Context: an optimization exercise on an open-source flow, tuned for a short achievable clock period and few clock cycles. The choices shown serve that exercise and are no tape-out recipe.
Only simulation tests tie the RTL to the original design; equivalence was not proved.
Power is estimated from default activity; no workload was simulated.

[design.v]
module EStage(input [31:0] A, B,                 
              input cin, arith, sub, mov, and_, orr, eor, ld, c_old, v_old,
              input [31:0] rdata,
              input dep_a, dep_b, inv_b, dep_d,
              input [31:0] rv_n, op2, rv_d,
              output [31:0] res_out, a_next, b_next, sdata,
              output nf, zf, cf, vf);
  wire [32:0] sum={1'b0,A}+{1'b0,B}+{32'd0,cin};
  wire [31:0] lres=({32{mov}}&B)|({32{and_}}&(A&B))|({32{orr}}&(A|B))|({32{eor}}&(A^B));
  wire [31:0] res=arith ? sum[31:0] : lres;
  wire [31:0] zp=A^B;
  wire [31:0] zk={A[30:0]|B[30:0],cin};
  wire        z_sum=&(zp^~zk);
  assign nf=res[31];
  assign zf=arith ? z_sum : ~|lres;
  assign cf=arith ? (sum[32]^sub) : c_old;
  assign vf=arith ? ((A[31]==B[31])&(A[31]!=sum[31])) : v_old;
  assign res_out=ld ? rdata : res;
  assign a_next=dep_a ? res_out : rv_n;
  assign b_next=(dep_b ? res_out : op2)^{32{inv_b}};
  assign sdata=dep_d ? res_out : rv_d;
endmodule
module ARM(input clk,rst,
           output [31:0] imem_addr,
           input [31:0] imem_rdata,
           output [31:0] dmem_addr,dmem_wdata,
           output dmem_we,
           input [31:0] dmem_rdata);
  function cpass(input [3:0] c, input [3:0] f);
    reg n,z,cf,v;
    begin
      {n,z,cf,v}=f;
      case(c)
        4'd0: cpass=z;
        4'd1: cpass=!z;
        4'd2: cpass=cf;
        4'd3: cpass=!cf;
        4'd4: cpass=n;
        4'd5: cpass=!n;
        4'd6: cpass=v;
        4'd7: cpass=!v;
        4'd8: cpass=cf&!z;
        4'd9: cpass=!cf|z;
        4'd10: cpass=(n==v);
        4'd11: cpass=(n!=v);
        4'd12: cpass=!z&(n==v);
        4'd13: cpass=z|(n!=v);
        4'd14: cpass=1'b1;
        default: cpass=1'b0;
      endcase
    end
  endfunction
  reg [31:0] pc;
  reg        d_valid,d_bpend,d_guess;
  reg [31:0] d_ir,d_pc4;
  reg [15:0] d_noh,d_moh,d_doh;      
  reg        d_byp_n,d_byp_m,d_byp_d;  
  reg        d_mt_n,d_mt_m,d_mt_d;   
  reg        rst_q;                  
  reg        e_valid,e_wb,e_setf,e_ld,e_br,e_guess;
  reg [3:0]  e_cond,e_rd;
  reg        e_inv,e_cin,e_sub,e_arith,e_mov,e_and,e_orr,e_eor;
  reg [31:0] e_a,e_b;                
  reg [31:0] e_alt;
  reg [31:0] m_addr,m_wdata;
  reg        m_we;
  reg [3:0]  flags;                  
  reg [31:0] w_res;                  
  reg [3:0]  w_rd;
  reg        w_wr;
  reg [31:0] rf [0:14];
  assign imem_addr=pc;
  assign dmem_addr=m_addr;
  assign dmem_wdata=m_wdata;
  assign dmem_we=m_we;
  wire e_pass=cpass(e_cond,flags);
  wire e_wr=e_valid&e_wb&e_pass&(e_rd!=4'd15);
  wire e_sf=e_valid&e_setf&e_pass;
  wire [31:0] e_final,a_next,b_next,sdata;
  wire        nf,zf,cf,vf;
  EStage e_stage(.A(e_a),.B(e_b),.cin(e_cin),.arith(e_arith),.sub(e_sub),.mov(e_mov),
                 .and_(e_and),.orr(e_orr),.eor(e_eor),.ld(e_ld),.c_old(flags[1]),.v_old(flags[0]),
                 .rdata(dmem_rdata),.dep_a(dep_n),.dep_b(fwd_b),.inv_b(inv_b),.dep_d(dep_d),
                 .rv_n(rv_n),.op2(op2),.rv_d(rv_d),.res_out(e_final),.a_next(a_next),
                 .b_next(b_next),.sdata(sdata),.nf(nf),.zf(zf),.cf(cf),.vf(vf));
  wire e_mispred=e_valid&e_br&(e_pass!=e_guess);
  wire [3:0]  d_cond=d_ir[31:28];
  wire [1:0]  d_mode=d_ir[27:26];
  wire        d_I=d_ir[25];
  wire [3:0]  d_opc=d_ir[24:21];
  wire        d_S=d_ir[20];
  wire [3:0]  d_rn=d_ir[19:16];
  wire [3:0]  d_rd=d_ir[15:12];
  wire [11:0] d_opnd=d_ir[11:0];
  wire [3:0]  d_rm=d_opnd[3:0];
  wire [4:0]  d_sh=d_opnd[11:7];
  wire op_mov=(d_opc==4'b1101),op_mvn=(d_opc==4'b1111),op_add=(d_opc==4'b0100),
       op_adc=(d_opc==4'b0101),op_sub=(d_opc==4'b0010),op_sbc=(d_opc==4'b0110),
       op_and=(d_opc==4'b0000),op_orr=(d_opc==4'b1100),op_eor=(d_opc==4'b0001),
       op_cmp=(d_opc==4'b1010),op_tst=(d_opc==4'b1000);
  wire is_dp=(d_mode==2'b00)&(op_mov|op_mvn|op_add|op_adc|op_sub|op_sbc|op_and|op_orr|op_eor|op_cmp|op_tst);
  wire is_mem=(d_mode==2'b01)&(d_opc==4'b0100);
  wire is_ld=is_mem&d_S;
  wire is_st=is_mem&!d_S;
  wire dp_wb=is_dp&!op_cmp&!op_tst;
  wire dp_setf=is_dp&(d_S|op_cmp|op_tst);
  wire shifted=is_dp&!d_I&!d_opnd[4]&(d_sh!=5'd0);
  wire needs_flags=(d_cond!=4'd14)&(d_cond!=4'd15);
  wire inv_b=op_sub|op_sbc|op_cmp|op_mvn;
  reg  [31:0] rf_n,rf_m,rf_d;
  integer k;
  always @(*) begin
    rf_n=32'd0; rf_m=32'd0; rf_d=32'd0;
    for(k=0;k<15;k=k+1) begin
      rf_n=rf_n|({32{d_noh[k]}}&rf[k]);
      rf_m=rf_m|({32{d_moh[k]}}&rf[k]);
      rf_d=rf_d|({32{d_doh[k]}}&rf[k]);
    end
  end
  wire [31:0] rv_n=rf_n|({32{d_byp_n}}&w_res);
  wire [31:0] rv_m=rf_m|({32{d_byp_m}}&w_res);
  wire [31:0] rv_d=rf_d|({32{d_byp_d}}&w_res);
  wire dep_n=d_mt_n&e_pass;
  wire dep_m=d_mt_m&e_pass;
  wire dep_d=d_mt_d&e_pass;
  wire stall=d_valid&((is_mem&dep_n)|(shifted&dep_m)|(is_st&needs_flags&e_sf));
  wire [4:0]  rot={d_opnd[11:8],1'b0};
  wire [63:0] immx={32'd0,24'd0,d_opnd[7:0]};
  wire [63:0] immr={immx[31:0],immx[31:0]}>>rot;
  wire [63:0] rorx={rv_m,rv_m}>>d_sh;
  reg  [31:0] shv;
  always @(*) begin
    case(d_opnd[6:5])
      2'b00: shv=rv_m<<d_sh;
      2'b01: shv=rv_m>>d_sh;
      2'b10: shv=$signed(rv_m)>>>d_sh;
      default: shv=rorx[31:0];
    endcase
  end
  wire [31:0] op2=d_I ? immr[31:0] : (shifted ? shv : rv_m);
  wire        fwd_b=!d_I&!shifted&dep_m;
  wire [12:0] a_lo;
  AddC #(12) a_add(.a(rv_n[11:0]),.b(d_opnd),.ci(1'b0),.s(a_lo[11:0]),.co(a_lo[12]));
  wire [19:0] a_hi=rv_n[31:12];
  wire [19:0] a_hi_p,a_hi_m;
  wire        a_unused0,a_unused1;
  AddC #(20) a_inc(.a(a_hi),.b(20'd0),.ci(1'b1),.s(a_hi_p),.co(a_unused0));
  AddC #(20) a_dec(.a(a_hi),.b(20'hfffff),.ci(1'b0),.s(a_hi_m),.co(a_unused1));
  wire [19:0] a_top;
  CSel #(20) a_sel(.s(d_opnd[11]),.c(a_lo[12]),.x(a_hi),.p(a_hi_p),.m(a_hi_m),.y(a_top));
  wire [31:0] addr={a_top,a_lo[11:0]};
  wire [31:0] d_tgt;
  wire        d_unused;
  AddC #(32) d_add(.a(d_pc4),.b({{6{d_ir[23]}},d_ir[23:0],2'b00}),.ci(1'b0),.s(d_tgt),.co(d_unused));
  wire d_br=d_valid&d_bpend;
  wire d_take=cpass(d_cond,flags);
  wire d_redirect=d_br&!e_sf&(d_take!=d_guess);
  wire [31:0] d_newpc=d_take ? d_tgt : d_pc4;
  wire [31:0] pc4;
  wire        pc4_unused;
  AddC #(30) pc_inc(.a(pc[31:2]),.b(30'd0),.ci(1'b1),.s(pc4[31:2]),.co(pc4_unused));
  assign pc4[1:0]=pc[1:0];
  wire [3:0]  f_cond=imem_rdata[31:28];
  wire        f_isbr=(imem_rdata[27:26]==2'b10);
  wire        d_sf=d_valid&dp_setf;
  wire        f_known=(f_cond==4'd14)|(f_cond==4'd15)|!(d_sf|e_sf);
  wire [15:0] f_pass;
  genvar gc;
  generate for(gc=0;gc<16;gc=gc+1) begin : g_pass
    assign f_pass[gc]=cpass(gc,flags);
  end endgenerate
  wire        f_ok=!e_mispred&!d_redirect&!stall;
  wire        f_guess,f_take;
  FTake f_dec(.ok(f_ok),.known(!(d_sf|e_sf)),.pass(f_pass),.cond(f_cond),.mode(imem_rdata[27:26]),
              .back(imem_rdata[23]),.guess(f_guess),.take(f_take));
  wire        f_short=(imem_rdata[23:7]==17'd0)|(imem_rdata[23:7]==17'h1ffff);
  wire [21:0] h=pc[31:10];
  wire        hq=&pc[9:2];
  wire [21:0] h_p1,h_p2,h_m1;
  wire        h_unused0,h_unused1,h_unused2;
  AddC #(22) h_inc1(.a(h),.b(22'd0),.ci(1'b1),.s(h_p1),.co(h_unused0));
  AddC #(22) h_inc2(.a(h),.b(22'd1),.ci(1'b1),.s(h_p2),.co(h_unused1));
  AddC #(22) h_dec1(.a(h),.b(22'h3fffff),.ci(1'b0),.s(h_m1),.co(h_unused2));
  wire [21:0] pc4_hi_p,pc4_hi_m;
  Mux2 #(22) h_sel1(.s(hq),.a(h_p2),.b(h_p1),.y(pc4_hi_p));
  Mux2 #(22) h_sel2(.s(hq),.a(h),.b(h_m1),.y(pc4_hi_m));
  wire [3:0]  nx_rn=stall ? d_rn : imem_rdata[19:16];
  wire [3:0]  nx_rm=stall ? d_rm : imem_rdata[3:0];
  wire [3:0]  nx_rd=stall ? d_rd : imem_rdata[15:12];
  wire        nx_byp_n=e_wr&(e_rd==nx_rn);
  wire        nx_byp_m=e_wr&(e_rd==nx_rm);
  wire        nx_byp_d=e_wr&(e_rd==nx_rd);
  wire        d_wpot=d_valid&!stall&(dp_wb|is_ld)&(d_rd!=4'd15);
  wire        nx_mt_n=d_wpot&(d_rd==imem_rdata[19:16]);
  wire        nx_mt_m=d_wpot&(d_rd==imem_rdata[3:0]);
  wire        nx_mt_d=d_wpot&(d_rd==imem_rdata[15:12]);
  wire [31:0] pc_other=e_mispred ? e_alt : (d_redirect ? d_newpc : (stall ? pc : pc4));
  wire [31:0] pc_next;
  FNext f_next(.take(f_take),.short(f_short),.off(imem_rdata[7:0]),.pc4(pc4),.hi_p(pc4_hi_p),
               .hi_m(pc4_hi_m),.other(pc_other),.next(pc_next));
  always @(posedge clk or posedge rst) begin
    if(rst) begin
      d_valid<=1'b0;
      e_valid<=1'b0;
      flags<=4'd0;
      w_wr<=1'b0;
    end else begin
      if(e_mispred|d_redirect) d_valid<=1'b0;
      else if(!stall) d_valid<=1'b1;
      e_valid<=d_valid&!stall&!e_mispred&(is_dp|is_mem|(d_bpend&e_sf));
      if(e_sf) flags<={nf,zf,cf,vf};
      w_wr<=e_wr;
    end
  end
  always @(posedge clk) begin
    if(rst) begin
      pc<=32'd0;
      m_we<=1'b0;
    end else begin
      pc<=pc_next;
      m_we<=d_valid&!stall&!e_mispred&is_st&cpass(d_cond,flags);
    end
  end
  always @(posedge clk) begin
    if(!stall) begin
      d_ir<=imem_rdata;
      d_pc4<=pc4;
      d_bpend<=f_isbr&(!f_known|!f_short);
      d_guess<=f_short&f_guess;
    end
    d_noh<=(16'd1<<nx_rn)&{16{!nx_byp_n}};
    d_moh<=(16'd1<<nx_rm)&{16{!nx_byp_m}};
    d_doh<=(16'd1<<nx_rd)&{16{!nx_byp_d}};
    d_byp_n<=nx_byp_n;
    d_byp_m<=nx_byp_m;
    d_byp_d<=nx_byp_d;
    d_mt_n<=nx_mt_n;
    d_mt_m<=nx_mt_m;
    d_mt_d<=nx_mt_d;
    e_cond<=d_cond;
    e_rd<=d_rd;
    e_wb<=dp_wb|is_ld;
    e_setf<=dp_setf;
    e_ld<=is_ld;
    e_br<=d_bpend;
    e_guess<=d_guess;
    e_alt<=d_guess ? d_pc4 : d_tgt;
    e_inv<=inv_b;
    e_cin<=(op_adc|op_sbc) ? (e_sf ? cf : flags[1]) : (op_sub|op_cmp);
    e_sub<=op_sub|op_sbc|op_cmp;
    e_arith<=op_add|op_adc|op_sub|op_sbc|op_cmp;
    e_mov<=op_mov|op_mvn;
    e_and<=op_and|op_tst;
    e_orr<=op_orr;
    e_eor<=op_eor;
    e_a<=a_next;
    e_b<=b_next;
    m_addr<=addr;
    m_wdata<=sdata;
    w_res<=e_final;
    w_rd<=e_rd;
  end
  integer i;
  always @(posedge clk or posedge rst) begin
    if(rst) rst_q<=1'b1;
    else rst_q<=1'b0;
  end
  always @(posedge clk) begin
    if(rst_q) begin
      for(i=0;i<15;i=i+1) rf[i]<=i;
    end else if(w_wr) begin
      rf[w_rd]<=w_res;
    end
  end
endmodule
module AddC #(parameter W=32) (input [W-1:0] a, b, input ci, output [W-1:0] s, output co);
  assign {co,s}={1'b0,a}+{1'b0,b}+{{W{1'b0}},ci};
endmodule
module Mux2 #(parameter W=32) (input s, input [W-1:0] a, b, output [W-1:0] y);
  assign y=s ? a : b;
endmodule
module CSel #(parameter W=20) (input s, c, input [W-1:0] x, p, m, output [W-1:0] y);
  assign y=s ? (c ? x : m) : (c ? p : x);
endmodule
module FTake(input ok, known, input [15:0] pass, input [3:0] cond, input [1:0] mode,
             input back, output guess, take);
  assign guess=(cond==4'd14)|((cond!=4'd15)&(known ? pass[cond] : back));
  assign take=ok&(mode==2'b10)&guess;
endmodule
module FNext(input take, short, input [7:0] off, input [31:0] pc4,
             input [21:0] hi_p, hi_m, input [31:0] other, output [31:0] next);
  wire [8:0]  lo={1'b0,pc4[9:2]}+{1'b0,off};
  wire [21:0] hi_c1=off[7] ? pc4[31:10] : hi_p;
  wire [21:0] hi_c0=off[7] ? hi_m : pc4[31:10];
  wire        ts=take&short;
  wire [31:0] base=take ? pc4 : other;
  wire        s1=ts&lo[8];
  wire        s0=ts&!lo[8];
  wire        sb=!ts;
  assign next[31:10]=({22{s1}}&hi_c1)|({22{s0}}&hi_c0)|({22{sb}}&base[31:10]);
  assign next[9:2]=ts ? lo[7:0] : base[9:2];
  assign next[1:0]=base[1:0];
endmodule
[flow/run.sh]
#!/bin/bash
# The standard layout (the standard.sh: unchanged synthesis, same clock and
# constraints). ORFS's timing repair is asked to leave a larger setup slack, and
# the port buffers are buf_4 cells instead of the default delay buffers.
set -euo pipefail
bash standard.sh SETUP_SLACK_MARGIN=8.5 "BUFFER_PORTS_ARGS=-buffer_cell sky130_fd_sc_hd__buf_4" finish > standard_flow.log 2>&1
[standard.sh]
#!/bin/bash
# synth_recipe.tcl (not shown) runs the flow's synth.tcl, then flattens the netlist and writes it again
# the make line also repeats each setting of config.mk as NAME=value (left out here)
make -C /OpenROAD-flow-scripts/flow DESIGN_CONFIG=/design/flow/config.mk WORK_HOME=/design/flow/orfs CLKGATE_MAP_FILE= SYNTH_SCRIPT=/design/flow/synth_recipe.tcl "${@:-finish}"
[config.mk]
export PLATFORM = sky130hd
export DESIGN_NAME = ARM
export DESIGN_NICKNAME = ARM
export VERILOG_FILES = /design/flow/design.v
export SDC_FILE = /design/flow/constraint.sdc
export NUM_CORES = 4
export LEC_CHECK = 0
export ABC_CLOCK_PERIOD_IN_PS = 2000
export CAP_MARGIN = 20
export CORE_MARGIN = 2
export CORE_UTILIZATION = 40
export PLACE_DENSITY = 0.6
export SLEW_MARGIN = 20
export SYNTH_HIERARCHICAL = 1
export SYNTH_MINIMUM_KEEP_SIZE = 0
[constraint.sdc]
create_clock -name core_clock -period 12.0 [get_ports {clk}]
set_input_delay 2.4000 -clock core_clock [delete_from_list [all_inputs] [get_ports {clk}]]
set_output_delay 2.4000 -clock core_clock [all_outputs]
set_load 0.01 [all_outputs]
==> results of run 1 <==
[area by class of cell]
class | instances | area (µm²)
diodes | 24 | 60.1
clock buffers | 125 | 2670
clock inverters | 60 | 643
fillers | 13800 | 76100
inverters | 176 | 697
multi-input cells | 5194 | 41400
flip-flops and latches | 854 | 22900
well taps | 2058 | 2570
repair buffers | 806 | 9060
repair inverters | 2 | 32.5
[stage by stage]
stage / instance area (µm²) / util / total power, mW
floorplan: 63700 / - / 7.74
global placement: 66300 / 0.425 / 9.48
detailed placement: 66300 / 0.425 / 9.52
CTS: 76100 / 0.487 / 13.5
global route: 80100 / 0.512 / 14.8
finish: 80100 / 0.513 / 14.3
[where the power goes]
part,internal (mW),total (mW),switching [mW]
Combinational,2.98,7.16,4.19
Clock,1.75,3.15,1.41
Sequential,3.55,3.98,0.437
[path summary, 6_finish.rpt]
kind	from	end	slack, ns	cells past startpoint
min	d_bpend	e_br	0.42	0
max in group asynchronous	rst	flags[0]	9.40	2
max reg2reg	d_moh[14]	e_b[26]	8.14	13
min in group asynchronous	rst	w_wr	2.05	2
min reg2reg	d_bpend	e_br	0.42	0
max	d_moh[14]	e_b[26]	8.14	13
[flip-flops by register name, indices dropped and copies added (netlist names), 4 cells and up]
register and count:
d_pc4 32, e_alt 32, d_moh 15, d_doh 15
w_rd 4, rf 480, m_wdata 32, d_ir 32
d_noh 15, flags 4, pc 32, w_res 32
e_b 32, e_rd 4, m_addr 32, e_cond 4
e_a 32
[cell usage in the layout, fill, tap and decap left out, types with 34 or more instances in the layout]
master,count
clkbuf_16,117
dfxtp_4,57
nor2b_1,78
mux2_2,172
dfxtp_2,100
and3_1,48
a22o_1,367
a221oi_2,78
a22oi_1,45
mux4_2,40
o21ai_0,173
mux2i_1,210
nand4_1,125
xnor2_1,162
and2_1,477
nand2b_1,46
a21oi_2,52
o21ai_1,46
buf_12,102
or3_1,39
nor3_1,81
buf_4,483
buf_6,153
nand3_1,93
a211oi_1,34
conb_1,156
a21o_1,88
a21oi_1,272
xor2_1,69
o211ai_1,44
nand2_1,420
ha_1,227
a31oi_1,40
a221oi_1,330
dfxtp_1,143
nor2_1,292
inv_1,165
edfxtp_1,546
[layer usage]
metal	wire length [µm]	vias up	global-route usage
met2	128000	5882	0.529
met1	118000	31300	0.479
met3	52700	1712	0.174
met4	26500	34	0.223
met5	501	-	0.0101
li1	-	26400	-
[what timing repair did]
item	CTS	global route
gates resized for setup	772	449
gates cloned	47	17
endpoints found under the setup margin	330	322
pin swaps	151	189
hold buffers	0	0
setup buffers	258	188
[worst max-delay path: stages, from the launching register on]
cell and delay, ns:
dfxtp_4 0.42, clkbuf_16 0.21, a22oi_1 0.21, nand2_1 0.10, or4_4 0.52, mux4_2 0.61, or2_4 0.29, a32oi_4 0.32
nor2_2 0.09, a2111oi_4 0.40, a21oi_4 0.11, nor2b_2 0.19, a31oi_1 0.18, xnor2_1 0.08
==> key figures, run 1 <==
Outcome
  – Status: no timing/DRC/antenna violations

Finish
  – Finished Layout Cells: 9299
  – Final Net Count: 7461
  – Layout area overhead: 27.2%
  – Layout cell share with drive strength beyond 1: 0.284

Floorplanning
  – Die Y: 401 µm
  – Core ar.: 0.156 mm²
  – Rows: 145
  – Initial core utilization: 0.403
  – Die Width: 401 µm
  – Full die area: 0.161 mm²
  – Io pins: 163

STA
  – Final clock skew: 0.0663 ns
  – Hold Slack: 0.423 ns
  – Slew @ Worst Pin: 1.11 ns
  – Fin. Hold Viols: 0
  – Slew Viols, Final: 0
  – Final number of setup-violating endpoints: 0
  – Fin crit share: 0.321
  – RSZ-0062 raised after global routing: yes
  – Slew Limit Headroom: 0.261
  – TNS Setup: 0 ns
  – Min cycle time layout: 3.86 ns
  – Fmax: 259 MHz
  – Final setup margin: 8.14 ns

Worst setup path
  – Crit path kind: flop to flop
  – Startpoint Class: flop
  – WP data arrival: 4.48 ns
  – Crit. End Element: flop
  – CP Max Fanout: 7
  – Worst EP required: 12.62 ns

Routing
  – DRC Markers: 0
  – Total Wirelength: 327 mm
  – DRC violation total after the first TritonRoute iteration: 10900
  – Post-DR wirelength/cell: 35.1 µm
  – Drt via density: 7.02
  – Antenna viol nets, final: 0
  – Via count: 65300
  – Drt first pass iters: 14

Clocking
  – CTS Sinks: 854
  – Total CTS buffers: 98
  – TritonCTS clock tree: yes
  – Clock Latency Late Sink: 0.79 ns
  – CTS max path bufs: 3
  – CTS H-tree lvls: 3
  – CTS root buffer: clkbuf_16
  – Clock transition at the registers of the reported paths: 0.06 ns

Global routing
  – Initial antenna violation count: 30
  – GRT overflow: 0
  – First-pass GRT wire length: 444 mm
  – Vias in the first global route: 59700
  – Total global-route track usage: 0.381
  – Largest net degree at the start of global routing: 68

Placement
  – Pre-CTS WS: 6.58 ns
  – Final HPWL DP: 186 mm
  – Routability cong.: 1.06
  – Post-Place Cells: 8580
  – IO buf count: 162

Yosys
  – Post-synthesis cell count: 6578
  – Yosys warns: 7
  – Average size of a mapped cell: 9.57 µm²
  – Post-synthesis cell area: 0.0630 mm²

Power and ir drop
  – Static Leak: 30.8 nW
  – Power Density: 179 mW/mm²
  – Peak VDD IR: 158 µV

Run
  – Max cap viols: 0

Worst hold path
  – Worst min-delay path class: flop to flop
Testbench counts, summed over its fixed seeds: cycles 24,737.
==> run 2: changes to the inputs <==
--- a/design.v
+++ b/design.v
@@ -4,6 +4,7 @@
               input dep_a, dep_b, inv_b, dep_d,
               input [31:0] rv_n, op2, rv_d,
+              input sets, input [3:0] flags, input [3:0] next_cond,
               output [31:0] res_out, a_next, b_next, sdata,
-              output nf, zf, cf, vf);
+              output nf, zf, cf, vf, next_pass);
   wire [32:0] sum={1'b0,A}+{1'b0,B}+{32'd0,cin};
   wire [31:0] lres=({32{mov}}&B)|({32{and_}}&(A&B))|({32{orr}}&(A|B))|({32{eor}}&(A^B));
@@ -17,8 +18,49 @@
   assign vf=arith ? ((A[31]==B[31])&(A[31]!=sum[31])) : v_old;
   assign res_out=ld ? rdata : res;
+  wire ps00,ps01,ps10,ps11,pl;
+  wire v0=(A[31]==B[31])&A[31];
+  wire v1=(A[31]==B[31])&!A[31];
+  Cond c00(.c(next_cond),.f({1'b0,z_sum,sub,v0}),.y(ps00));
+  Cond c01(.c(next_cond),.f({1'b0,z_sum,!sub,v0}),.y(ps01));
+  Cond c10(.c(next_cond),.f({1'b1,z_sum,sub,v1}),.y(ps10));
+  Cond c11(.c(next_cond),.f({1'b1,z_sum,!sub,v1}),.y(ps11));
+  Cond cl(.c(next_cond),.f(sets ? {lres[31],~|lres,c_old,v_old} : flags),.y(pl));
+  wire [1:0] top={sum[31],sum[32]};
+  wire ps=(top==2'd0) ? ps00 : (top==2'd1) ? ps01 : (top==2'd2) ? ps10 : ps11;
+  assign next_pass=(sets&arith) ? ps : pl;
   assign a_next=dep_a ? res_out : rv_n;
   assign b_next=(dep_b ? res_out : op2)^{32{inv_b}};
   assign sdata=dep_d ? res_out : rv_d;
 endmodule
+module ZPre(input [31:0] A, B, input cin, arith, mov, and_, orr, eor, output z);
+  wire [31:0] p=A^B;
+  wire [31:0] k={A[30:0]|B[30:0],cin};
+  wire        z_sum=&(p^~k);
+  wire [31:0] l=({32{mov}}&B)|({32{and_}}&(A&B))|({32{orr}}&(A|B))|({32{eor}}&p);
+  assign z=arith ? z_sum : ~|l;
+endmodule
+module Cond(input [3:0] c, input [3:0] f, output reg y);
+  wire n=f[3],z=f[2],cf=f[1],v=f[0];
+  always @(*) begin
+    case(c)
+      4'd0: y=z;
+      4'd1: y=!z;
+      4'd2: y=cf;
+      4'd3: y=!cf;
+      4'd4: y=n;
+      4'd5: y=!n;
+      4'd6: y=v;
+      4'd7: y=!v;
+      4'd8: y=cf&!z;
+      4'd9: y=!cf|z;
+      4'd10: y=(n==v);
+      4'd11: y=(n!=v);
+      4'd12: y=!z&(n==v);
+      4'd13: y=z|(n!=v);
+      4'd14: y=1'b1;
+      default: y=1'b0;
+    endcase
+  end
+endmodule
 module ARM(input clk,rst,
            output [31:0] imem_addr,
@@ -63,4 +105,5 @@
   reg [31:0] e_a,e_b;                
   reg [31:0] e_alt;
+  reg        e_zpre,e_zok;           
   reg [31:0] m_addr,m_wdata;
   reg        m_we;
@@ -74,14 +117,15 @@
   assign dmem_wdata=m_wdata;
   assign dmem_we=m_we;
-  wire e_pass=cpass(e_cond,flags);
+  reg  e_pass;                       
   wire e_wr=e_valid&e_wb&e_pass&(e_rd!=4'd15);
   wire e_sf=e_valid&e_setf&e_pass;
   wire [31:0] e_final,a_next,b_next,sdata;
-  wire        nf,zf,cf,vf;
+  wire        nf,zf,cf,vf,pass_next;
   EStage e_stage(.A(e_a),.B(e_b),.cin(e_cin),.arith(e_arith),.sub(e_sub),.mov(e_mov),
                  .and_(e_and),.orr(e_orr),.eor(e_eor),.ld(e_ld),.c_old(flags[1]),.v_old(flags[0]),
                  .rdata(dmem_rdata),.dep_a(dep_n),.dep_b(fwd_b),.inv_b(inv_b),.dep_d(dep_d),
-                 .rv_n(rv_n),.op2(op2),.rv_d(rv_d),.res_out(e_final),.a_next(a_next),
-                 .b_next(b_next),.sdata(sdata),.nf(nf),.zf(zf),.cf(cf),.vf(vf));
+                 .rv_n(rv_n),.op2(op2),.rv_d(rv_d),.sets(e_sf),.flags(flags),.next_cond(d_cond),
+                 .res_out(e_final),.a_next(a_next),.b_next(b_next),.sdata(sdata),
+                 .nf(nf),.zf(zf),.cf(cf),.vf(vf),.next_pass(pass_next));
   wire e_mispred=e_valid&e_br&(e_pass!=e_guess);
   wire [3:0]  d_cond=d_ir[31:28];
@@ -155,6 +199,14 @@
   wire d_br=d_valid&d_bpend;
   wire d_take=cpass(d_cond,flags);
-  wire d_redirect=d_br&!e_sf&(d_take!=d_guess);
-  wire [31:0] d_newpc=d_take ? d_tgt : d_pc4;
+  wire d_zcond=(d_cond[3:1]==3'd0);
+  wire d_known=!e_sf|(d_zcond&e_zok);
+  wire d_take_k=e_sf ? (e_zpre^d_cond[0]) : d_take;
+  wire d_redirect=d_br&d_known&(d_take_k!=d_guess);
+  wire [31:0] d_newpc=d_take_k ? d_tgt : d_pc4;
+  wire [31:0] z_b=(d_I ? immr[31:0] : rv_m)^{32{inv_b}};
+  wire        z_pre;
+  ZPre z_dec(.A(rv_n),.B(z_b),.cin(op_sub|op_cmp),.arith(op_add|op_sub|op_cmp),.mov(op_mov|op_mvn),
+             .and_(op_and|op_tst),.orr(op_orr),.eor(op_eor),.z(z_pre));
+  wire        z_ok=!shifted&!(!op_mov&!op_mvn&dep_n)&!fwd_b&!op_adc&!op_sbc;
   wire [31:0] pc4;
   wire        pc4_unused;
@@ -208,5 +260,5 @@
       if(e_mispred|d_redirect) d_valid<=1'b0;
       else if(!stall) d_valid<=1'b1;
-      e_valid<=d_valid&!stall&!e_mispred&(is_dp|is_mem|(d_bpend&e_sf));
+      e_valid<=d_valid&!stall&!e_mispred&(is_dp|is_mem|(d_bpend&!d_known));
       if(e_sf) flags<={nf,zf,cf,vf};
       w_wr<=e_wr;
@@ -239,4 +291,5 @@
     d_mt_d<=nx_mt_d;
     e_cond<=d_cond;
+    e_pass<=pass_next;
     e_rd<=d_rd;
     e_wb<=dp_wb|is_ld;
@@ -256,4 +309,6 @@
     e_a<=a_next;
     e_b<=b_next;
+    e_zpre<=z_pre;
+    e_zok<=z_ok;
     m_addr<=addr;
     m_wdata<=sdata;
==> key figures, run 2 <==
Finish
  – Most frequent cells in the layout: edfxtp_1, nand2_1, buf_4, and2_1, a22o_1
  – Final Net Count: 8005
  – Layout area overhead: 27.7%
  – Max reg flops: 480
  – Most flop-heavy register: rf
  – Commonest non-fill, non-tap cell in the layout: edfxtp_1
  – Layout cell share with drive strength beyond 1: 0.276

Clocking
  – Clock transition at the registers of the reported paths: 0.07 ns
  – TritonCTS clock tree: yes
  – CTS max path bufs: 3
  – CTS H-tree lvls: 3
  – CTS Sinks: 853
  – Hold buffer count at CTS: 0
  – CTS root buffer: clkbuf_16
  – Total CTS buffers: 101
  – Clock Latency Late Sink: 0.78 ns

Placement
  – Routability cong.: 1.05
  – Final HPWL DP: 199 mm
  – Pre-CTS WS: 6.30 ns
  – IO buf count: 162

Floorplanning
  – Rows: 148
  – Core ar.: 0.163 mm²
  – Die Y: 410 µm
  – Die Width: 410 µm
  – Io pins: 163
  – Full die area: 0.168 mm²
  – Initial core utilization: 0.404

STA
  – Final number of setup-violating endpoints: 0
  – Slew Viols, Final: 0
  – Slew Limit Headroom: 0.131
  – Final clock skew: 0.0666 ns
  – Min cycle time layout: 3.89 ns
  – Slew @ Worst Pin: 1.30 ns
  – Final setup margin: 8.11 ns
  – Fmax: 257 MHz
  – Hold Slack: 0.444 ns
  – Fin. Hold Viols: 0
  – Fin crit share: 0.324
  – TNS Setup: 0 ns
  – RSZ-0062 raised after global routing: yes

Worst setup path
  – Crit. End Element: flop
  – R2r startpoint: d_moh[4]
  – Worst setup path start: d_moh[4]
  – End of the worst register-to-register path: e_b[24]
  – CP endpoint: e_b[24]
  – Reg2reg path depth: 14
  – Crit path kind: flop to flop
  – R2R Setup Slk: 8.11 ns
  – Worst EP required: 12.62 ns
  – Slowest stage delay, CP: 0.44 ns
  – Startpoint Class: flop
  – Slowest cell on crit path: a221o_2
  – WP data arrival: 4.50 ns
  – CP Max Fanout: 9
  – CP most frequent cell: a21oi_1
  – Critical-path cell list: buf_12, a22oi_1, nand4_1, nor3_4, buf_4, mux2i_1, mux2i_2, a21oi_1, a221o_2, o311a_1, a311o_1, nor2_1, a21oi_1, xor2_1

Yosys
  – Average size of a mapped cell: 9.36 µm²
  – Yosys warns: 8
  – Post-synthesis cell area: 0.0659 mm²
  – Post-synthesis cell count: 7039

Global routing
  – Vias in the first global route: 64100
  – Largest net degree at the start of global routing: 69
  – First-pass GRT wire length: 480 mm
  – GRT overflow: 0
  – Total global-route track usage: 0.394
  – Initial antenna violation count: 30

Power and ir drop
  – Power Density: 172 mW/mm²
  – Overall Power: 14.5 mW
  – Peak VDD IR: 151 µV
  – Static Leak: 32.9 nW

Routing
  – Drt via density: 7.01
  – DRC violation total after the first TritonRoute iteration: 13700
  – Antenna viol nets, final: 0
  – Post-DR wirelength/cell: 35.5 µm
  – Total Wirelength: 351 mm
  – Drt first pass iters: 13
  – Via count: 69400
  – DRC Markers: 0

Run
  – Max cap viols: 0

Outcome
  – Status: no timing/DRC/antenna violations

Worst hold path
  – Worst min-delay path class: flop to flop
-- run 2: metal layers --
| metal | wire length [µm] | global-route usage |
|---|---|---|
| met5 | 359 | 0 |
| met1 | 127000 | 0.502 |
| met3 | 55900 | 0.168 |
| met4 | 30500 | 0.245 |
| met2 | 138000 | 0.545 |
-- run 2: timing repair --
action | CTS | global route
cloned | 45 | 18
resized for setup | 897 | 422
buffers inserted | 309 | 142
pin swaps | 187 | 200
setup endpoints to repair | 293 | 227
endpoints found under the hold margin | 0 | 0
-- run 2: per-stage QoR --
step                      cells  instance area, µm²  utilization
after floorplan            7211               66800            -
after global placement     9169               69600        0.427
after detailed placement   9169               69600        0.427
after CTS                  9712               80500        0.494
after global routing       9875               84100        0.515
final                      9900               84200        0.516
-- run 2: layout make-up --
cell class	count	area (µm²)
diodes	28	70.1
clock buffers	142	2990
clock inverters	47	522
fillers	14600	79000
inverters	235	952
multi-input cells	5588	44700
flip-flops and latches	853	22900
well taps	2175	2720
repair buffers	829	9260
repair inverters	3	32.5
-- run 2: power by group --
group / total [mW] / internal (mW) / switching [mW]
registers: 3.99 / 3.54 / 0.448
logic: 7.16 / 2.96 / 4.19
clock network: 3.30 / 1.90 / 1.40
total: 14.5 / 8.41 / 6.04
-- run 2: worst min-delay path by stage --
stage | to | cells after the start | slack (ns) | from
after CTS | e_br | 0 | 0.41 | d_bpend
after global placement | e_br | 0 | 0.40 | d_bpend
final | e_br | 0 | 0.44 | d_bpend
after detailed placement | e_br | 0 | 0.40 | d_bpend
after floorplan | e_guess | 0 | 0.35 | d_guess
after global routing | w_rd[3] | 0 | 0.47 | e_rd[3]
-- run 2: critical path: cells and delay by family (launching register included) --
family	cells	cell delay [ns]
buf+inv	2	0.46
flops	1	0.42
compound gates	6	1.57
simple gates	3	0.65
xor+xnor	1	0.17
mux	2	0.45
Testbench counts of run 2, summed over its fixed seeds: cycles 24,230.
==> run 3: changes to the inputs <==
--- a/design.v
+++ b/design.v
@@ -95,5 +95,10 @@
   reg [31:0] pc;
   reg        d_valid,d_bpend,d_guess;
-  reg [31:0] d_ir,d_pc4;
+  reg [31:0] d_ir,d_pc,d_pc4;
+  reg        d_ismem,d_shifted;      
+  reg        d_zstatic,d_auses,d_rmop,d_setf;  
+  reg        d_fal,d_fz;             
+  reg        d_fold;                 
+  reg [3:0]  d_fcond;                
   reg [15:0] d_noh,d_moh,d_doh;      
   reg        d_byp_n,d_byp_m,d_byp_d;  
@@ -105,4 +110,11 @@
   reg [31:0] e_a,e_b;                
   reg [31:0] e_alt;
+  reg        e_fold;
+  reg [3:0]  e_fcond;
+  reg [3:0]  btb_v;
+  reg [31:0] btb_tag [0:3];          
+  reg [31:0] btb_tgt [0:3];
+  reg [3:0]  btb_cond [0:3];
+  reg [1:0]  btb_ptr;
   reg        e_zpre,e_zok;           
   reg [31:0] m_addr,m_wdata;
@@ -128,5 +140,6 @@
                  .res_out(e_final),.a_next(a_next),.b_next(b_next),.sdata(sdata),
                  .nf(nf),.zf(zf),.cf(cf),.vf(vf),.next_pass(pass_next));
-  wire e_mispred=e_valid&e_br&(e_pass!=e_guess);
+  wire e_ftaken=(e_fcond==4'd14)|(e_sf ? (e_zpre^e_fcond[0]) : cpass(e_fcond,flags));
+  wire e_mispred=e_valid&((e_br&(e_pass!=e_guess))|(e_fold&!e_ftaken));
   wire [3:0]  d_cond=d_ir[31:28];
   wire [1:0]  d_mode=d_ir[27:26];
@@ -168,5 +181,5 @@
   wire dep_m=d_mt_m&e_pass;
   wire dep_d=d_mt_d&e_pass;
-  wire stall=d_valid&((is_mem&dep_n)|(shifted&dep_m)|(is_st&needs_flags&e_sf));
+  wire stall=d_valid&e_pass&((d_ismem&d_mt_n)|(d_shifted&d_mt_m));
   wire [4:0]  rot={d_opnd[11:8],1'b0};
   wire [63:0] immx={32'd0,24'd0,d_opnd[7:0]};
@@ -202,11 +215,25 @@
   wire d_known=!e_sf|(d_zcond&e_zok);
   wire d_take_k=e_sf ? (e_zpre^d_cond[0]) : d_take;
-  wire d_redirect=d_br&d_known&(d_take_k!=d_guess);
-  wire [31:0] d_newpc=d_take_k ? d_tgt : d_pc4;
+  wire d_redirect_b=d_br&d_known&(d_take_k!=d_guess);
+  wire d_fk=d_fal|!d_setf|(d_fz&z_ok);
+  wire d_unfold=d_valid&d_fold&!d_fk&!stall;
+  wire d_redirect=d_redirect_b|d_unfold;
+  wire [31:0] d_newpc=(d_take_k&!d_unfold) ? d_tgt : d_pc4;
+  wire [31:0] d_pc8;
+  wire        d_pc8_unused;
+  AddC #(30) d_inc(.a(d_pc4[31:2]),.b(30'd0),.ci(1'b1),.s(d_pc8[31:2]),.co(d_pc8_unused));
+  assign d_pc8[1:0]=d_pc4[1:0];
+  wire d_isbr=(d_mode==2'b10);
+  wire d_btaken=d_bpend ? (d_known&d_take_k) : d_guess;
+  wire [31:0] d_pcm4;
+  wire        d_pcm4_unused;
+  AddC #(30) d_dec(.a(d_pc[31:2]),.b(30'h3fffffff),.ci(1'b0),.s(d_pcm4[31:2]),.co(d_pcm4_unused));
+  assign d_pcm4[1:0]=d_pc[1:0];
+  wire btb_ins=d_valid&d_isbr&!e_mispred&d_btaken&((d_cond[3:1]==3'd0)|(d_cond==4'd14));
   wire [31:0] z_b=(d_I ? immr[31:0] : rv_m)^{32{inv_b}};
   wire        z_pre;
   ZPre z_dec(.A(rv_n),.B(z_b),.cin(op_sub|op_cmp),.arith(op_add|op_sub|op_cmp),.mov(op_mov|op_mvn),
              .and_(op_and|op_tst),.orr(op_orr),.eor(op_eor),.z(z_pre));
-  wire        z_ok=!shifted&!(!op_mov&!op_mvn&dep_n)&!fwd_b&!op_adc&!op_sbc;
+  wire        z_ok=d_zstatic&!(d_auses&d_mt_n&e_pass)&!(d_rmop&d_mt_m&e_pass);
   wire [31:0] pc4;
   wire        pc4_unused;
@@ -223,4 +250,20 @@
   end endgenerate
   wire        f_ok=!e_mispred&!d_redirect&!stall;
+  wire [3:0]  f_hitv;
+  assign f_hitv[0]=btb_v[0]&(btb_tag[0]==pc);
+  assign f_hitv[1]=btb_v[1]&(btb_tag[1]==pc);
+  assign f_hitv[2]=btb_v[2]&(btb_tag[2]==pc);
+  assign f_hitv[3]=btb_v[3]&(btb_tag[3]==pc);
+  wire        f_hit=|f_hitv;
+  wire [31:0] f_btgt=({32{f_hitv[0]}}&btb_tgt[0])|({32{f_hitv[1]}}&btb_tgt[1])|
+                     ({32{f_hitv[2]}}&btb_tgt[2])|({32{f_hitv[3]}}&btb_tgt[3]);
+  wire [3:0]  f_bcond=({4{f_hitv[0]}}&btb_cond[0])|({4{f_hitv[1]}}&btb_cond[1])|
+                      ({4{f_hitv[2]}}&btb_cond[2])|({4{f_hitv[3]}}&btb_cond[3]);
+  wire        f_fold=f_ok&f_hit&!f_isbr;
+  wire [3:0]  f_opc=imem_rdata[24:21];
+  wire        f_dp=(imem_rdata[27:26]==2'b00)&((f_opc==4'b1101)|(f_opc==4'b1111)|(f_opc==4'b0100)|
+                   (f_opc==4'b0101)|(f_opc==4'b0010)|(f_opc==4'b0110)|(f_opc==4'b0000)|
+                   (f_opc==4'b1100)|(f_opc==4'b0001)|(f_opc==4'b1010)|(f_opc==4'b1000));
+  wire        f_shifted=f_dp&!imem_rdata[25]&!imem_rdata[4]&(imem_rdata[11:7]!=5'd0);
   wire        f_guess,f_take;
   FTake f_dec(.ok(f_ok),.known(!(d_sf|e_sf)),.pass(f_pass),.cond(f_cond),.mode(imem_rdata[27:26]),
@@ -249,6 +292,6 @@
   wire [31:0] pc_other=e_mispred ? e_alt : (d_redirect ? d_newpc : (stall ? pc : pc4));
   wire [31:0] pc_next;
-  FNext f_next(.take(f_take),.short(f_short),.off(imem_rdata[7:0]),.pc4(pc4),.hi_p(pc4_hi_p),
-               .hi_m(pc4_hi_m),.other(pc_other),.next(pc_next));
+  FNext f_next(.take(f_take),.short(f_short),.fold(f_fold),.off(imem_rdata[7:0]),.pc4(pc4),
+               .hi_p(pc4_hi_p),.hi_m(pc4_hi_m),.other(pc_other),.ftgt(f_btgt),.next(pc_next));
   always @(posedge clk or posedge rst) begin
     if(rst) begin
@@ -260,5 +303,5 @@
       if(e_mispred|d_redirect) d_valid<=1'b0;
       else if(!stall) d_valid<=1'b1;
-      e_valid<=d_valid&!stall&!e_mispred&(is_dp|is_mem|(d_bpend&!d_known));
+      e_valid<=d_valid&!stall&!e_mispred&(is_dp|is_mem|(d_bpend&!d_known)|(d_fold&d_fk));
       if(e_sf) flags<={nf,zf,cf,vf};
       w_wr<=e_wr;
@@ -271,5 +314,5 @@
     end else begin
       pc<=pc_next;
-      m_we<=d_valid&!stall&!e_mispred&is_st&cpass(d_cond,flags);
+      m_we<=d_valid&!stall&!e_mispred&is_st&pass_next;
     end
   end
@@ -277,5 +320,16 @@
     if(!stall) begin
       d_ir<=imem_rdata;
+      d_pc<=pc;
       d_pc4<=pc4;
+      d_fold<=f_hit&!f_isbr;
+      d_ismem<=(imem_rdata[27:26]==2'b01)&(imem_rdata[24:21]==4'b0100);
+      d_shifted<=f_shifted;
+      d_zstatic<=!f_shifted&(f_opc!=4'b0101)&(f_opc!=4'b0110);
+      d_auses<=(f_opc!=4'b1101)&(f_opc!=4'b1111);
+      d_rmop<=!imem_rdata[25]&!f_shifted;
+      d_setf<=f_dp&(imem_rdata[20]|(f_opc==4'b1010)|(f_opc==4'b1000));
+      d_fal<=(f_bcond==4'd14);
+      d_fz<=(f_bcond[3:1]==3'd0);
+      d_fcond<=f_bcond;
       d_bpend<=f_isbr&(!f_known|!f_short);
       d_guess<=f_short&f_guess;
@@ -298,5 +352,7 @@
     e_br<=d_bpend;
     e_guess<=d_guess;
-    e_alt<=d_guess ? d_pc4 : d_tgt;
+    e_alt<=d_fold ? d_pc8 : (d_guess ? d_pc4 : d_tgt);
+    e_fold<=d_fold&d_fk;
+    e_fcond<=d_fcond;
     e_inv<=inv_b;
     e_cin<=(op_adc|op_sbc) ? (e_sf ? cf : flags[1]) : (op_sub|op_cmp);
@@ -317,4 +373,32 @@
   end
   integer i;
+  reg        ins_q;
+  reg [31:0] ins_tag,ins_tgt;
+  reg [3:0]  ins_cond;
+  wire       ins_dup=(btb_v[0]&(btb_tag[0]==ins_tag))|(btb_v[1]&(btb_tag[1]==ins_tag))|
+                     (btb_v[2]&(btb_tag[2]==ins_tag))|(btb_v[3]&(btb_tag[3]==ins_tag));
+  always @(posedge clk or posedge rst) begin
+    if(rst) begin
+      ins_q<=1'b0;
+      btb_v<=4'd0;
+      btb_ptr<=2'd0;
+    end else begin
+      ins_q<=btb_ins;
+      if(ins_q&!ins_dup) begin
+        btb_v[btb_ptr]<=1'b1;
+        btb_ptr<=btb_ptr+2'd1;
+      end
+    end
+  end
+  always @(posedge clk) begin
+    ins_tag<=d_pcm4;
+    ins_tgt<=d_tgt;
+    ins_cond<=d_cond;
+    if(ins_q&!ins_dup) begin
+      btb_tag[btb_ptr]<=ins_tag;
+      btb_tgt[btb_ptr]<=ins_tgt;
+      btb_cond[btb_ptr]<=ins_cond;
+    end
+  end
   always @(posedge clk or posedge rst) begin
     if(rst) rst_q<=1'b1;
@@ -343,6 +427,6 @@
   assign take=ok&(mode==2'b10)&guess;
 endmodule
-module FNext(input take, short, input [7:0] off, input [31:0] pc4,
-             input [21:0] hi_p, hi_m, input [31:0] other, output [31:0] next);
+module FNext(input take, short, fold, input [7:0] off, input [31:0] pc4,
+             input [21:0] hi_p, hi_m, input [31:0] other, ftgt, output [31:0] next);
   wire [8:0]  lo={1'b0,pc4[9:2]}+{1'b0,off};
   wire [21:0] hi_c1=off[7] ? pc4[31:10] : hi_p;
@@ -352,7 +436,7 @@
   wire        s1=ts&lo[8];
   wire        s0=ts&!lo[8];
-  wire        sb=!ts;
-  assign next[31:10]=({22{s1}}&hi_c1)|({22{s0}}&hi_c0)|({22{sb}}&base[31:10]);
-  assign next[9:2]=ts ? lo[7:0] : base[9:2];
-  assign next[1:0]=base[1:0];
+  wire        sb=!ts&!fold;
+  assign next[31:10]=({22{s1}}&hi_c1)|({22{s0}}&hi_c0)|({22{fold}}&ftgt[31:10])|({22{sb}}&base[31:10]);
+  assign next[9:2]=({8{ts}}&lo[7:0])|({8{fold}}&ftgt[9:2])|({8{sb}}&base[9:2]);
+  assign next[1:0]=fold ? ftgt[1:0] : base[1:0];
 endmodule
==> key figures, run 3 <==
Outcome
  – Status: no timing/DRC/antenna violations

Yosys
  – Average size of a mapped cell: 10.1 µm²
  – Post-synthesis cell area: 0.0842 mm²
  – Post-synthesis cell count: 8375
  – Yosys warns: 8

Global routing
  – Largest net degree at the start of global routing: 76
  – Total global-route track usage: 0.354
  – First-pass GRT wire length: 551 mm
  – Initial antenna violation count: 48
  – GRT overflow: 0
  – Vias in the first global route: 73300

STA
  – Final clock skew: 0.0390 ns
  – Min cycle time layout: 4.01 ns
  – RSZ-0062 raised after global routing: yes
  – TNS Setup: 0 ns
  – Final number of setup-violating endpoints: 0
  – Fin crit share: 0.334
  – Fmax: 250 MHz
  – Slew Limit Headroom: 0.181
  – Fin. Hold Viols: 0
  – Slew Viols, Final: 0
  – Slew @ Worst Pin: 1.23 ns
  – Final setup margin: 7.99 ns

Finish
  – Most flop-heavy register: rf
  – Max reg flops: 480
  – Commonest non-fill, non-tap cell in the layout: edfxtp_1
  – Largest regs: rf (480), btb_tag (128), btb_tgt (128)
  – Final Net Count: 9494
  – Most frequent cells in the layout: edfxtp_1, buf_4, and2_1, nand2_1, a22o_1
  – Layout cell share with drive strength beyond 1: 0.237
  – Layout area overhead: 24.0%
  – Finished Layout Cells: 12000
  – Filler cell count in the final layout: 18900

Worst setup path
  – Crit path kind: input port to flop
  – Critical-path cell list: buf_6, or4_4, nor2_4, nand4_1, o21ai_4, nor2b_4, buf_12, buf_12, buf_16, a21oi_2, nor2_1, a221o_1, nor2b_1
  – CP most frequent cell: buf_12
  – Slowest cell on crit path: or4_4
  – R2R Setup Slk: 8.06 ns
  – Worst EP required: 12.66 ns
  – Startpoint Class: input port
  – Crit. End Element: flop
  – CP Max Fanout: 6
  – WP data arrival: 4.66 ns
  – Slowest stage delay, CP: 0.54 ns

Run
  – Max cap viols: 0

Routing
  – DRC Markers: 0
  – Antenna viol nets, final: 0
  – Total Wirelength: 407 mm
  – Drt via density: 6.71
  – DRC violation total after the first TritonRoute iteration: 13600
  – Drt first pass iters: 9
  – Post-DR wirelength/cell: 34.0 µm
  – Via count: 80500

Floorplanning
  – Rows: 168
  – Die Y: 463 µm
  – Die Width: 463 µm
  – Io pins: 163
  – Full die area: 0.214 mm²
  – Initial core utilization: 0.402
  – Core ar.: 0.209 mm²

Power and ir drop
  – Overall Power: 20.2 mW
  – Static Leak: 39.9 nW
  – Power Density: 194 mW/mm²
  – Peak VDD IR: 166 µV

Placement
  – Routability cong.: 1.04
  – Final HPWL DP: 242 mm
  – Pre-CTS WS: 6.61 ns
  – Post-Place Cells: 11200
  – IO buf count: 162

Clocking
  – Clock transition at the registers of the reported paths: 0.06 ns
  – Total CTS buffers: 145
  – CTS Sinks: 1248
  – CTS H-tree lvls: 4
  – Clock Latency Late Sink: 0.83 ns
  – CTS root buffer: clkbuf_16
  – TritonCTS clock tree: yes
  – CTS max path bufs: 3

Worst hold path
  – Worst min-delay path class: flop to flop
[run 3: final cells by class]
type	count	area [µm²]	area share
Clock buffer	195	4120	0.0394
Sequential cell	1248	34000	0.326
Inverter	255	1020	0.00980
Timing Repair Buffer	871	9470	0.0907
Tap cell	2805	3510	0.0336
Antenna cell	40	100	0.000958
Timing Repair inverter	4	25.0	0.000240
Clock inverter	70	895	0.00857
Multi-Input combinational cell	6507	51300	0.491
[run 3: power breakdown]
part / switching (mW) / internal, mW
Sequential: 0.754 / 5.33
Clock: 1.96 / 2.76
Combinational: 5.56 / 3.85
Total: 8.28 / 11.9
[run 3: final timing paths]
kind / startpoint / endpoint / depth (start not counted)
worst min-delay path: d_fcond[0] / e_fcond[0] / 0
worst max register to register: pc[2] / pc[20] / 16
min in group asynchronous: rst / w_wr / 3
worst min register to register: d_fcond[0] / e_fcond[0] / 0
max in group asynchronous: rst / flags[2] / 3
worst max-delay path: imem_rdata[10] / pc[28] / 13
[run 3: critical path, delay by kind of cell]
family / cells / cell delay [ns]
AND/OR/NAND/NOR: 6 / 1.08
buffers and inverters: 4 / 0.50
AO/OA/AOI/OAI: 3 / 0.67
[run 3: timing repair]
item,4_1_cts,5_1_grt
hold buffers,0,0
pin swaps,150,183
gates cloned,33,20
gates resized for setup,822,513
setup endpoints to repair,422,326
setup buffers,287,190
[run 3: stage by stage]
| stage | util | hold slack (ns) | area, µm² |
|---|---|---|---|
| global placement | 0.423 | 0.326 | 88700 |
| detailed placement | 0.424 | 0.329 | 88700 |
| CTS | 0.477 | 0.319 | 99900 |
| global route | 0.499 | 0.327 | 104000 |
| finish | 0.499 | 0.324 | 104000 |
| floorplan | - | 0.323 | 85200 |
[run 3: routing by layer]
layer	track usage	vias to the layer above	wire, µm
li1	-	33200	-
met1	0.468	39200	158000
met2	0.497	6345	162000
met3	0.128	1775	57200
met4	0.195	32	29400
met5	0.00557	-	718
Testbench counts of run 3, summed over its fixed seeds: cycles 22,873.
==> run 4: changes to the inputs <==
--- a/design.v
+++ b/design.v
@@ -4,7 +4,7 @@
               input dep_a, dep_b, inv_b, dep_d,
               input [31:0] rv_n, op2, rv_d,
-              input sets, input [3:0] flags, input [3:0] next_cond,
+              input sets, input [3:0] flags, input [3:0] next_cond, input st_ok,
               output [31:0] res_out, a_next, b_next, sdata,
-              output nf, zf, cf, vf, next_pass);
+              output nf, zf, cf, vf, next_pass, we_next);
   wire [32:0] sum={1'b0,A}+{1'b0,B}+{32'd0,cin};
   wire [31:0] lres=({32{mov}}&B)|({32{and_}}&(A&B))|({32{orr}}&(A|B))|({32{eor}}&(A^B));
@@ -29,4 +29,5 @@
   wire ps=(top==2'd0) ? ps00 : (top==2'd1) ? ps01 : (top==2'd2) ? ps10 : ps11;
   assign next_pass=(sets&arith) ? ps : pl;
+  assign we_next=st_ok&next_pass;          
   assign a_next=dep_a ? res_out : rv_n;
   assign b_next=(dep_b ? res_out : op2)^{32{inv_b}};
@@ -99,4 +100,6 @@
   reg        d_zstatic,d_auses,d_rmop,d_setf;  
   reg        d_fal,d_fz;             
+  reg [31:0] d_immr;                 
+  reg        d_long;                 
   reg        d_fold;                 
   reg [3:0]  d_fcond;                
@@ -133,5 +136,6 @@
   wire e_sf=e_valid&e_setf&e_pass;
   wire [31:0] e_final,a_next,b_next,sdata;
-  wire        nf,zf,cf,vf,pass_next;
+  wire        nf,zf,cf,vf,pass_next,we_next;
+  wire        st_ok;
   EStage e_stage(.A(e_a),.B(e_b),.cin(e_cin),.arith(e_arith),.sub(e_sub),.mov(e_mov),
                  .and_(e_and),.orr(e_orr),.eor(e_eor),.ld(e_ld),.c_old(flags[1]),.v_old(flags[0]),
@@ -139,5 +143,6 @@
                  .rv_n(rv_n),.op2(op2),.rv_d(rv_d),.sets(e_sf),.flags(flags),.next_cond(d_cond),
                  .res_out(e_final),.a_next(a_next),.b_next(b_next),.sdata(sdata),
-                 .nf(nf),.zf(zf),.cf(cf),.vf(vf),.next_pass(pass_next));
+                 .st_ok(st_ok),
+                 .nf(nf),.zf(zf),.cf(cf),.vf(vf),.next_pass(pass_next),.we_next(we_next));
   wire e_ftaken=(e_fcond==4'd14)|(e_sf ? (e_zpre^e_fcond[0]) : cpass(e_fcond,flags));
   wire e_mispred=e_valid&((e_br&(e_pass!=e_guess))|(e_fold&!e_ftaken));
@@ -182,7 +187,5 @@
   wire dep_d=d_mt_d&e_pass;
   wire stall=d_valid&e_pass&((d_ismem&d_mt_n)|(d_shifted&d_mt_m));
-  wire [4:0]  rot={d_opnd[11:8],1'b0};
-  wire [63:0] immx={32'd0,24'd0,d_opnd[7:0]};
-  wire [63:0] immr={immx[31:0],immx[31:0]}>>rot;
+  assign st_ok=d_valid&!stall&!e_mispred&is_st&!rst;
   wire [63:0] rorx={rv_m,rv_m}>>d_sh;
   reg  [31:0] shv;
@@ -195,5 +198,5 @@
     endcase
   end
-  wire [31:0] op2=d_I ? immr[31:0] : (shifted ? shv : rv_m);
+  wire [31:0] op2=d_I ? d_immr : (shifted ? shv : rv_m);
   wire        fwd_b=!d_I&!shifted&dep_m;
   wire [12:0] a_lo;
@@ -215,9 +218,10 @@
   wire d_known=!e_sf|(d_zcond&e_zok);
   wire d_take_k=e_sf ? (e_zpre^d_cond[0]) : d_take;
-  wire d_redirect_b=d_br&d_known&(d_take_k!=d_guess);
+  wire d_want=d_known ? d_take_k : d_guess;
+  wire d_redirect_b=d_br&((d_want!=d_guess)|(d_long&d_want));
   wire d_fk=d_fal|!d_setf|(d_fz&z_ok);
   wire d_unfold=d_valid&d_fold&!d_fk&!stall;
   wire d_redirect=d_redirect_b|d_unfold;
-  wire [31:0] d_newpc=(d_take_k&!d_unfold) ? d_tgt : d_pc4;
+  wire [31:0] d_newpc=(d_want&!d_unfold) ? d_tgt : d_pc4;
   wire [31:0] d_pc8;
   wire        d_pc8_unused;
@@ -231,5 +235,5 @@
   assign d_pcm4[1:0]=d_pc[1:0];
   wire btb_ins=d_valid&d_isbr&!e_mispred&d_btaken&((d_cond[3:1]==3'd0)|(d_cond==4'd14));
-  wire [31:0] z_b=(d_I ? immr[31:0] : rv_m)^{32{inv_b}};
+  wire [31:0] z_b=(d_I ? d_immr : rv_m)^{32{inv_b}};
   wire        z_pre;
   ZPre z_dec(.A(rv_n),.B(z_b),.cin(op_sub|op_cmp),.arith(op_add|op_sub|op_cmp),.mov(op_mov|op_mvn),
@@ -249,5 +253,5 @@
     assign f_pass[gc]=cpass(gc,flags);
   end endgenerate
-  wire        f_ok=!e_mispred&!d_redirect&!stall;
+  wire        f_ok=!e_mispred&!d_redirect&!stall&!rst;
   wire [3:0]  f_hitv;
   assign f_hitv[0]=btb_v[0]&(btb_tag[0]==pc);
@@ -269,4 +273,7 @@
   FTake f_dec(.ok(f_ok),.known(!(d_sf|e_sf)),.pass(f_pass),.cond(f_cond),.mode(imem_rdata[27:26]),
               .back(imem_rdata[23]),.guess(f_guess),.take(f_take));
+  wire [4:0]  f_rot={imem_rdata[11:8],1'b0};
+  wire [63:0] f_immx={32'd0,24'd0,imem_rdata[7:0]};
+  wire [63:0] f_immr={f_immx[31:0],f_immx[31:0]}>>f_rot;
   wire        f_short=(imem_rdata[23:7]==17'd0)|(imem_rdata[23:7]==17'h1ffff);
   wire [21:0] h=pc[31:10];
@@ -290,7 +297,7 @@
   wire        nx_mt_m=d_wpot&(d_rd==imem_rdata[3:0]);
   wire        nx_mt_d=d_wpot&(d_rd==imem_rdata[15:12]);
-  wire [31:0] pc_other=e_mispred ? e_alt : (d_redirect ? d_newpc : (stall ? pc : pc4));
+  wire [31:0] pc_other=rst ? 32'd0 : (e_mispred ? e_alt : (d_redirect ? d_newpc : (stall ? pc : pc4)));
   wire [31:0] pc_next;
-  FNext f_next(.take(f_take),.short(f_short),.fold(f_fold),.off(imem_rdata[7:0]),.pc4(pc4),
+  FNext f_next(.take(f_take),.fold(f_fold),.off(imem_rdata[7:0]),.pc4(pc4),
                .hi_p(pc4_hi_p),.hi_m(pc4_hi_m),.other(pc_other),.ftgt(f_btgt),.next(pc_next));
   always @(posedge clk or posedge rst) begin
@@ -309,11 +316,6 @@
   end
   always @(posedge clk) begin
-    if(rst) begin
-      pc<=32'd0;
-      m_we<=1'b0;
-    end else begin
-      pc<=pc_next;
-      m_we<=d_valid&!stall&!e_mispred&is_st&pass_next;
-    end
+    pc<=pc_next;                     
+    m_we<=we_next;                   
   end
   always @(posedge clk) begin
@@ -333,5 +335,7 @@
       d_fcond<=f_bcond;
       d_bpend<=f_isbr&(!f_known|!f_short);
-      d_guess<=f_short&f_guess;
+      d_guess<=f_guess;
+      d_long<=f_isbr&!f_short;
+      d_immr<=f_immr[31:0];
     end
     d_noh<=(16'd1<<nx_rn)&{16{!nx_byp_n}};
@@ -427,10 +431,10 @@
   assign take=ok&(mode==2'b10)&guess;
 endmodule
-module FNext(input take, short, fold, input [7:0] off, input [31:0] pc4,
+module FNext(input take, fold, input [7:0] off, input [31:0] pc4,
              input [21:0] hi_p, hi_m, input [31:0] other, ftgt, output [31:0] next);
   wire [8:0]  lo={1'b0,pc4[9:2]}+{1'b0,off};
   wire [21:0] hi_c1=off[7] ? pc4[31:10] : hi_p;
   wire [21:0] hi_c0=off[7] ? hi_m : pc4[31:10];
-  wire        ts=take&short;
+  wire        ts=take;
   wire [31:0] base=take ? pc4 : other;
   wire        s1=ts&lo[8];
==> key figures, run 4 <==
Outcome
  – Status: no timing/DRC/antenna violations

Placement
  – IO buf count: 162
  – Final HPWL DP: 249 mm
  – Post-Place Cells: 11300
  – Routability cong.: 1.03

Routing
  – Post-DR wirelength/cell: 34.6 µm
  – Drt first pass iters: 13
  – Via count: 81800
  – Total Wirelength: 420 mm
  – DRC Markers: 0
  – Drt via density: 6.74
  – DRC violation total after the first TritonRoute iteration: 14500
  – Antenna viol nets, final: 0

STA
  – Slew @ Worst Pin: 1.17 ns
  – RSZ-0062 raised after global routing: yes
  – Final clock skew: 0.0625 ns
  – Final number of setup-violating endpoints: 0
  – Min cycle time layout: 3.86 ns
  – Fin crit share: 0.321
  – Fmax: 259 MHz
  – Slew Viols, Final: 0
  – TNS Setup: 0 ns
  – Hold Slack: 0.344 ns
  – Fin. Hold Viols: 0
  – Slew Limit Headroom: 0.214

Finish
  – Most flop-heavy register: rf
  – Largest regs: rf (480), btb_tag (128), btb_tgt (128)
  – Finished Layout Cells: 12100
  – Commonest non-fill, non-tap cell in the layout: edfxtp_1
  – Max reg flops: 480
  – Final Net Count: 9611
  – End-of-flow core utilization: 0.500
  – Most frequent cells in the layout: edfxtp_1, buf_4, nand2_1, and2_1, xnor2_1
  – Layout area overhead: 24.1%
  – Layout cell share with drive strength beyond 1: 0.240

Clocking
  – Clock transition at the registers of the reported paths: 0.06 ns
  – CTS H-tree lvls: 4
  – CTS max path bufs: 3
  – CTS Sinks: 1281
  – Hold buffer count at CTS: 0
  – Total CTS buffers: 148
  – TritonCTS clock tree: yes
  – Clock Latency Late Sink: 0.87 ns
  – CTS root buffer: clkbuf_16

Power and ir drop
  – Peak VDD IR: 162 µV
  – Static Leak: 40.9 nW
  – Power Density: 187 mW/mm²

Floorplanning
  – Core ar.: 0.212 mm²
  – Io pins: 163
  – Initial core utilization: 0.403
  – Die Width: 466 µm
  – Die Y: 466 µm
  – Full die area: 0.217 mm²
  – Rows: 169

Worst setup path
  – R2r startpoint: d_ir[25]
  – Crit path kind: flop to flop
  – Worst EP required: 12.76 ns
  – End of the worst register-to-register path: e_zpre
  – Crit. End Element: flop
  – WP data arrival: 4.61 ns
  – CP Max Fanout: 63
  – R2R Setup Slk: 8.14 ns
  – Startpoint Class: flop
  – Reg2reg path depth: 11
  – Worst setup path start: d_ir[25]

Worst hold path
  – Worst Hold Endpoint: e_fcond[2]
  – WHS Path Cells: 0
  – Min-Delay Startpoint: d_fcond[2]
  – Worst min-delay path class: flop to flop

Global routing
  – Largest net degree at the start of global routing: 65
  – Initial antenna violation count: 45
  – Total global-route track usage: 0.361
  – First-pass GRT wire length: 566 mm
  – GRT overflow: 0
  – Vias in the first global route: 76600

Yosys
  – Post-synthesis cell count: 8478
  – Post-synthesis cell area: 0.0854 mm²
  – Average size of a mapped cell: 10.1 µm²
  – Yosys warns: 8

Run
  – Max cap viols: 0
run 4: cell types whose count changed in the layout (fill, tap and decap cells not counted), sizes merged, moves of 23 or more:
cell,previous run,this run
a211oi,80,56
a21oi,430,394
a221o,45,22
a221oi,429,396
a22oi,163,191
buf,839,870
edfxtp,861,894
mux2,124,167
nand2,516,584
nor2b,93,37
o21ai,315,361
o221ai,20,45
xnor2,413,448
xor2,214,184
run 4: worst max-delay path by stage:
| stage | endpoint | slack (ns) | cells after the start |
|---|---|---|---|
| after floorplan | pc[7] | 7.96 | 12 |
| after global placement | pc[7] | 6.78 | 11 |
| after detailed placement | pc[7] | 6.81 | 11 |
| after CTS | imem_addr[11] | 8.13 | 2 |
| after global routing | e_zpre | 8.14 | 14 |
| final | e_zpre | 8.14 | 11 |
run 4: worst max-delay path, stage by stage (launching register included):
cell,delay (ns)
edfxtp_1,0.69
clkinv_1,0.13
buf_4,0.35
o21ai_0,1.01
xnor2_1,0.27
inv_1,0.12
ha_1,0.18
nand4_1,0.08
or4_1,0.52
o21ai_1,0.13
nand4_1,0.11
o21ai_2,0.12
run 4: repair_timing:
| item | in CTS | in global routing |
|---|---|---|
| gates cloned | 29 | 20 |
| endpoints found under the setup margin | 339 | 324 |
| pin swaps | 129 | 230 |
| buffers inserted | 326 | 178 |
| resized for setup | 814 | 495 |
run 4: cell type report:
class	count	area, µm²
Inverter	259	1030
Tap cell	2821	3530
Clock buffer	193	4020
Timing Repair Buffer	904	9640
Clock inverter	84	1050
Timing Repair inverter	1	8.76
Antenna cell	40	100
Fill cell	18900	106000
Multi-Input combinational cell	6554	51600
Sequential cell	1281	35000
run 4: report_power, final:
group	switching, mW	leakage, nW	internal, mW	total [mW]
registers	0.769	12.3	5.46	6.23
clock network	2.10	2.42	2.69	4.79
logic	5.18	26.3	3.66	8.85
run 4: metrics by stage:
stage / power [mW] / setup slack [ns] / cell area [µm²]
3_5_place_dp: 13.3 / 6.81 / 90000
2_1_floorplan: 10.9 / 7.96 / 86500
6_report: 19.9 / 8.14 / 106000
3_3_place_gp: 13.2 / 6.78 / 90000
4_1_cts: 19.0 / 8.13 / 102000
5_1_grt: 20.6 / 8.14 / 106000
run 4: metal layers:
layer | wire [µm] | up-vias | global-route usage
met5 | 414 | - | 0.000439
met4 | 38500 | 30 | 0.256
met3 | 56400 | 2059 | 0.124
met2 | 173000 | 6599 | 0.529
met1 | 152000 | 39600 | 0.441
li1 | - | 33500 | -
Testbench counts of run 4, summed over its fixed seeds: cycles 22,873.

==> what the ideal ports hide <==
Ports are ideal in the flow. The routed layouts listed here were re-timed in OpenROAD.
Step 1 sets driving cells, clkbuf_16 on the clock port and buf_2 on the other inputs (assumed; they add their load-dependent delay and slew).
Step 2 adds t to the input delays and takes it off the output delays; t is the mean of the earliest and latest rising clock arrival at the registers after step 1. Input paths then give back, and output paths get back, about the clock's delay inside the block.
Slacks: ideal ports / drivers / drivers and shift; pairs: ideal ports / drivers.
run | t, ns | setup slack, ns | slew at the worst register clock pin (ns) | worst data-port slew with drivers (ns)
run 1 | 0.837 | 8.142 / 8.142 / 7.331 | 0.07 / 0.07 | 0.14
run 2 | 0.826 | 8.114 / 8.113 / 7.288 | 0.08 / 0.08 | 0.17
run 3 | 0.898 | 7.992 / 7.914 / 7.016 | 0.07 / 0.07 | 0.20
run 4 | 0.929 | 8.144 / 8.076 / 7.547 | 0.08 / 0.08 | 0.23
After both steps setup and hold are still met in every run listed. The setup slack of run 3, which loses most, moves by -0.078 ns with the drivers and by -0.976 ns with both steps.
